Context: an optimization exercise on an open-source flow, tuned for small area. The choices shown serve that exercise and are no tape-out recipe.
At most, simulation tests tie the RTL to the original design; equivalence was not proved.
Power is estimated from default activity; no workload was simulated.

## oak
## lcd_top
module lcd_top(
  input clk,
  input rst,
  input PS2_CLK,
  input PS2_DATA,
  output [7:4] DB,
  output LCD_E,
  output LCD_RS,
  output LCD_RW,
  output [7:0] LED
  );
clock: 20.0 ns
lec_check: 0
abc_area: 1
cap_margin: 0
core_margin: 2
core_utilization: 60
slew_margin: 0
standard.sh (not shown) runs the stock make flow with config.mk's settings and CLKGATE_MAP_FILE= SYNTH_SCRIPT=/design/flow/synth_recipe.tcl, a recipe that flattens the netlist after the stock synthesis.
==> flow/flow/run.sh <==
#!/bin/bash
# Layout flow: the standard synthesis, then the combinational logic of the
# synthesized netlist is mapped again with a stronger ABC script (registers
# are kept as they are), then the standard layout steps.
set -euo pipefail
W=$PWD
FD=$W/flow
R=$W/orfs/results/$FLOW_PLATFORM/lcd_top/base
LIB=$FLOW_HOME/platforms/$FLOW_PLATFORM/lib/sky130_fd_sc_hd__tt_025C_1v80.lib
YOSYS=$FLOW_HOME/../tools/install/yosys/bin/yosys
[ -x "$YOSYS" ] || YOSYS=yosys

# 1. standard synthesis
bash standard.sh synth > $W/flow_synth.log 2>&1

# 2. remap the combinational logic
cp $R/1_2_yosys.v $W/synth_standard.v
SEQ=$(grep -o "sky130_fd_sc_hd__[a-z0-9_]*" $W/synth_standard.v | sort -u | grep -E "__(df|edf|sdf|dl|conb)" | tr '\n' ' ')
sed "s#@LIB@#$LIB#g; s#@SEQ@#$SEQ#g; s#@IN@#$W/synth_standard.v#g; s#@OUT@#$W/synth_remapped.v#g; s#@ABC@#$FD/remap.abc#g" \
  $FD/remap.ys > $W/remap.ys
ok=0
if $YOSYS -s $W/remap.ys > $W/yosys_remap.log 2>&1; then
  sed "s#@LIB@#$LIB#g; s#@GOLD@#$W/synth_standard.v#g; s#@GATE@#$W/synth_remapped.v#g" $FD/equiv.ys > $W/equiv.ys
  if $YOSYS -s $W/equiv.ys > $W/yosys_equiv.log 2>&1; then ok=1; fi
fi
if [ $ok = 1 ]; then
  cp $W/synth_remapped.v $R/1_2_yosys.v
  rm -f $R/1_synth.odb $R/1_synth.sdc
  echo "remapped netlist in use" > $W/remap_status.txt
else
  echo "remap failed; standard netlist in use" > $W/remap_status.txt
fi

# 3. standard layout steps
bash standard.sh "BUFFER_PORTS_ARGS=-buffer_cell sky130_fd_sc_hd__buf_1" \
  "CTS_ARGS=$(cat $FD/cts_args.txt)" finish > $W/flow_layout.log 2>&1
==> flow/flow/cts_args.txt <==
-sink_clustering_enable -repair_clock_nets -dont_use_dummy_load -sink_clustering_size 16 -sink_clustering_max_diameter 80 -buf_list sky130_fd_sc_hd__clkbuf_8
==> flow/flow/equiv.ys <==
read_liberty -ignore_miss_func @LIB@
read_verilog -sv @GOLD@
rename lcd_top gold
read_verilog -sv @GATE@
rename lcd_top gate
flatten gold gate
opt_clean
async2sync
equiv_make gold gate eq
hierarchy -top eq
equiv_simple -seq 2
equiv_induct
equiv_status -assert
==> flow/flow/remap.abc <==
strash; &get -n; &deepsyn -T 20; &dch -f; &nf -a -R 1000; &put; topo
==> flow/flow/remap.ys <==
read_liberty -ignore_miss_func @LIB@
blackbox @SEQ@
read_verilog -sv @IN@
hierarchy -top lcd_top
flatten
opt_clean
abc -liberty @LIB@ -dont_use *lpflow* -dont_use *probe* -script @ABC@
opt_clean -purge
stat -liberty @LIB@
write_verilog -noattr -noexpr -nohex -nodec @OUT@
Input-level comparison between pine and oak:
--- a/flow/design.v
+++ b/flow/design.v
@@ -5,68 +5,76 @@
     input en,
     input [6:0] code,
     output reg [7:4] DB,
     output reg LCD_E,
     output reg LCD_RS,
     output LCD_RW,
     output reg busy
     );
   assign LCD_RW = 1'b0;
-  wire wr;
+  reg [4:0] nidx;        
+  wire empty = (nidx == 5'd0);
+  wire full = (nidx == 5'd1);
+  wire wr = en && !full;
   wire rd;
+  always @ (posedge clk, posedge rst)
+    if (rst)
+      nidx <= 5'd0;
+    else if (wr && !rd)
+      nidx <= nidx - 5'd1;
+    else if (rd && !wr)
+      nidx <= nidx + 5'd1;
   reg [223:0] ring;
   wire [6:0] rlast = ring[223:217];
-  reg [4:0] eh, et;
-  wire rempty = (eh == et);
+  reg [4:0] pc, rh, rt;
+  wire rempty = (rh == rt);
   reg [34:0] pend;
   reg [2:0] pq;
   reg [6:0] pend_old;
   always @ (*)
     case (pq)
       3'd2: pend_old = pend[13:7];
       3'd3: pend_old = pend[20:14];
       3'd4: pend_old = pend[27:21];
       3'd5: pend_old = pend[34:28];
       default: pend_old = pend[6:0];
     endcase
   reg [6:0] bc;
   reg bv;        
   reg bcmd;      
-  wire [4:0] rcount = eh - et;
-  wire empty = rempty && !bv && (pq == 3'd0);
-  wire full = ((rcount + {4'b0, bv} + {2'b0, pq}) == 5'd31);
-  assign wr = en && !full;
   wire bc_busy;
   wire bsp91 = !bc[6] && bc[5] && !bc[4] && bc[0];           
   wire bspD0 = bc[6] && !bc[5] && (bc[4:0] == 5'd0);         
   wire bc_cmd = (!bc[6] && !bc[5]) || bsp91 || bspD0;
   wire fetch_ok = !bc_busy && !bv;
   wire s_valid = (pq != 3'd0) || wr;
   wire [6:0] s_val = (pq != 3'd0) ? pend_old : code;
-  wire f_ring = fetch_ok && !rempty && (eh == 5'd0);
+  wire f_ring = fetch_ok && !rempty && (pc == rh);
   wire f_src = fetch_ok && rempty && s_valid;
-  wire ins = s_valid && !f_src && (et == 5'd0);
+  wire ins = s_valid && !f_src && (pc == rt);
   wire s_taken = f_src || ins;
   wire pop = s_taken && (pq != 3'd0);
   wire push = wr && !(s_taken && (pq == 3'd0));
   always @ (posedge clk)
     ring <= {ring[216:0], ins ? s_val : rlast};
   always @ (posedge clk, posedge rst)
     if (rst) begin
-      eh <= 5'd0;
-      et <= 5'd0;
+      pc <= 5'd0;
+      rh <= 5'd0;
+      rt <= 5'd0;
       pq <= 3'd0;
       bv <= 1'b0;
       bcmd <= 1'b0;
     end
     else begin
-      if (!(ins || rempty)) et <= et + 5'd1;
-      if (!(f_ring || (rempty && !ins))) eh <= eh + 5'd1;
+      pc <= pc - 5'd1;
+      if (ins || rempty) rt <= rt - 5'd1;
+      if (f_ring || (rempty && !ins)) rh <= rh - 5'd1;
       pq <= pq - {2'b0, pop} + {2'b0, push};
       bv <= (bv && !rd) || f_ring || f_src;
       if (rd) bcmd <= bc_cmd;
     end
   always @ (posedge clk)
     if (push)
       pend <= {pend[27:0], code};
   always @ (posedge clk)
     if (f_ring)
--- outcome ---
In the metrics for oak and pine, the one carrying the lower die height is oak.
Against oak, pine reports a cell area after synthesis that is higher.
Register count in pine is higher than in oak.
Number of logic inverters in the finished layout of pine falls short of that of oak by more than 10%.
Summary of the comparison: wire length of the first global-routing pass is higher in pine, relative to oak.
Looking at uppermost signal routing layer after detailed routing, the met4 result is from oak; the met5 one comes from pine.
Summary of pine over oak: worst slew margin relative to its limit -16 points, switching share of total power saw a decrease.


alpha:
lcd_top, a different RTL version from the one above (not shown whole).
Size in the first run: roughly 1000 cells after synthesis, about 19 I/O pins.
// lcd_top
module lcd_top(
  input clk,
  input rst,
  input PS2_CLK,
  input PS2_DATA,
  output [7:4] DB,
  output LCD_E,
  output LCD_RS,
  output LCD_RW,
  output [7:0] LED
  );
==> flow/config.mk <==
export PLATFORM = sky130hd
export DESIGN_NAME = lcd_top
export DESIGN_NICKNAME = lcd_top
export VERILOG_FILES = /design/flow/design.v
export SDC_FILE = /design/flow/constraint.sdc
export NUM_CORES = 4
export LEC_CHECK = 0
export ABC_AREA = 1
export CAP_MARGIN = 0
export CORE_MARGIN = 2
export CORE_UTILIZATION = 60
export SLEW_MARGIN = 0
==> flow/constraint.sdc <==
create_clock -name core_clock -period 20.0 [get_ports {clk}]
set_input_delay 4.0000 -clock core_clock [delete_from_list [all_inputs] [get_ports {clk}]]
set_output_delay 4.0000 -clock core_clock [all_outputs]
set_load 0.01 [all_outputs]
==> flow/flow/remap.abc <==
strash; &get -n; &deepsyn -I 2 -T 100; &dch -f; &nf -a -R 1000; &put; topo
Scripts as last shown in full above: flow/flow/run.sh, flow/flow/cts_args.txt, flow/flow/equiv.ys, flow/flow/remap.ys
Here is what was changed in the inputs of beta compared with alpha.
--- a/flow/design.v
+++ b/flow/design.v
@@ -113,27 +113,27 @@
   localparam T_ONEUS = 4'b0010;
   localparam T_LS    = 4'b0101;
   localparam T_LH    = 4'b0111;
   localparam T_40US  = 4'b0110;
   localparam T_CHP   = 4'b0100;
   localparam T_DONE  = 4'b1000;
   reg [4:0] P;
   reg [3:0] T;
   reg [19:0] cnt;
-  wire c11     = &(cnt | ~20'd11);
-  wire c1      = cnt[0];
-  wire c49     = &(cnt | ~20'd49);
-  wire c1999   = &(cnt | ~20'd1999);
-  wire c4999   = &(cnt | ~20'd4999);
-  wire c81999  = &(cnt | ~20'd81999);
-  wire c204999 = &(cnt | ~20'd204999);
-  wire c499999 = &(cnt | ~20'd499999);
-  wire c749999 = &(cnt | ~20'd749999);
+  wire c1      = ((cnt & 20'h00001) == 20'h00001);    
+  wire c11     = ((cnt & 20'h00400) == 20'h00400);    
+  wire c49     = ((cnt & 20'h09300) == 20'h08100);    
+  wire c1999   = ((cnt & 20'h1F8A0) == 20'h0B820);    
+  wire c4999   = ((cnt & 20'h320BE) == 20'h0002A);    
+  wire c81999  = ((cnt & 20'h9F3F7) == 20'h82170);    
+  wire c204999 = ((cnt & 20'hFDF3F) == 20'hB8D15);    
+  wire c499999 = ((cnt & 20'hFFEDF) == 20'h5928A);    
+  wire c749999 = ((cnt & 20'hDFFFF) == 20'h15248);    
   reg pterm;
   always @ (*)
     case (P)
       P_15MS: pterm = c749999;
       P_ONE, P_THREE, P_FIVE, P_SEVEN: pterm = c11;
       P_TWO: pterm = c204999;
       P_FOUR: pterm = c4999;
       P_SIX, P_EIGHT: pterm = c1999;
       P_ONESEC: pterm = c499999;
@@ -147,19 +147,19 @@
       T_ONEUS: tterm = c49;
       T_40US: tterm = c1999;
       T_CHP: tterm = c81999;
       default: tterm = 1'b0;
     endcase
   wire pcount = ((P >= P_15MS) && (P <= P_EIGHT)) || (P == P_ONESEC);
   wire tcount = (T[2:0] != 3'b000);
   always @ (posedge clk)
     if (!rst && ((pcount && !pterm) || (tcount && !tterm)))
-      cnt <= cnt + 20'd1;
+      cnt <= {cnt[18:0], ~(cnt[19] ^ cnt[16])};
     else
       cnt <= 0;
   wire tdone = T[3];
   wire tx_init = P[4] || (P == P_NREAD);
   wire clear_home = (P == P_CLEAR) || (P == P_CLRRDY);
   always @ (posedge clk, posedge rst)
     if (rst)
       T <= T_INIT;
     else
### Flow results
beta ran to completion and came out clean on the timing, DRC and antenna checks. Summary of beta over alpha: least setup slack across all paths after layout shows a reduction of 0.060 ns; met2 capacity usage during global routing shows a reduction of 1.9 points. On met3 routing resource usage after global routing, alpha and beta are basically level. | post-route core utilization | alpha vs beta | ≈ equal |. The clock share of power in beta was higher than what alpha gave. alpha -> beta: total count of hold-check failures in the final report delta 0, exact match. Looking at worst hold slack across all endpoints, beta sits 0.0063 ns higher than alpha does. Core area in beta vs alpha: down about 0.34%. Summary of beta over alpha: share of cell area taken by multi-input logic gates went down 0.23 points, overall routing resource usage held, buffer and inverter count on the worst path held, portion of total power attributed to sequential cells went up 3.1 points, cell area reported after detailed placement went down 0.39%.
The RTL of alpha was laid out without a check of its function.

==> what the ideal ports hide <==
Ports are ideal in the flow. The routed layouts listed here were re-timed in OpenROAD. Step 1 assumes that a clkbuf_16 drives the clock port and a buf_2 every other input. Step 2, shift: input delay + t, output delay - t, t = (earliest + latest rising clock arrival at the registers) / 2. This alone moves slack from input paths to output paths. Three values: no drivers, after step 1, after step 2; two values: the first two.
| run | t (ns) | setup WS [ns] | worst register clock-pin slew, ns |
|---|---|---|---|
| oak | 0.591 | 13.510 / 13.468 / 14.059 | 0.10 / 0.10 |
| pine | 0.588 | 13.260 / 13.221 / 13.809 | 0.11 / 0.11 |
| alpha | 0.574 | 13.604 / 13.565 / 14.107 | 0.10 / 0.10 |
| beta | 0.578 | 13.544 / 13.503 / 14.080 | 0.10 / 0.10 |
After both steps setup and hold are still met in every run listed.
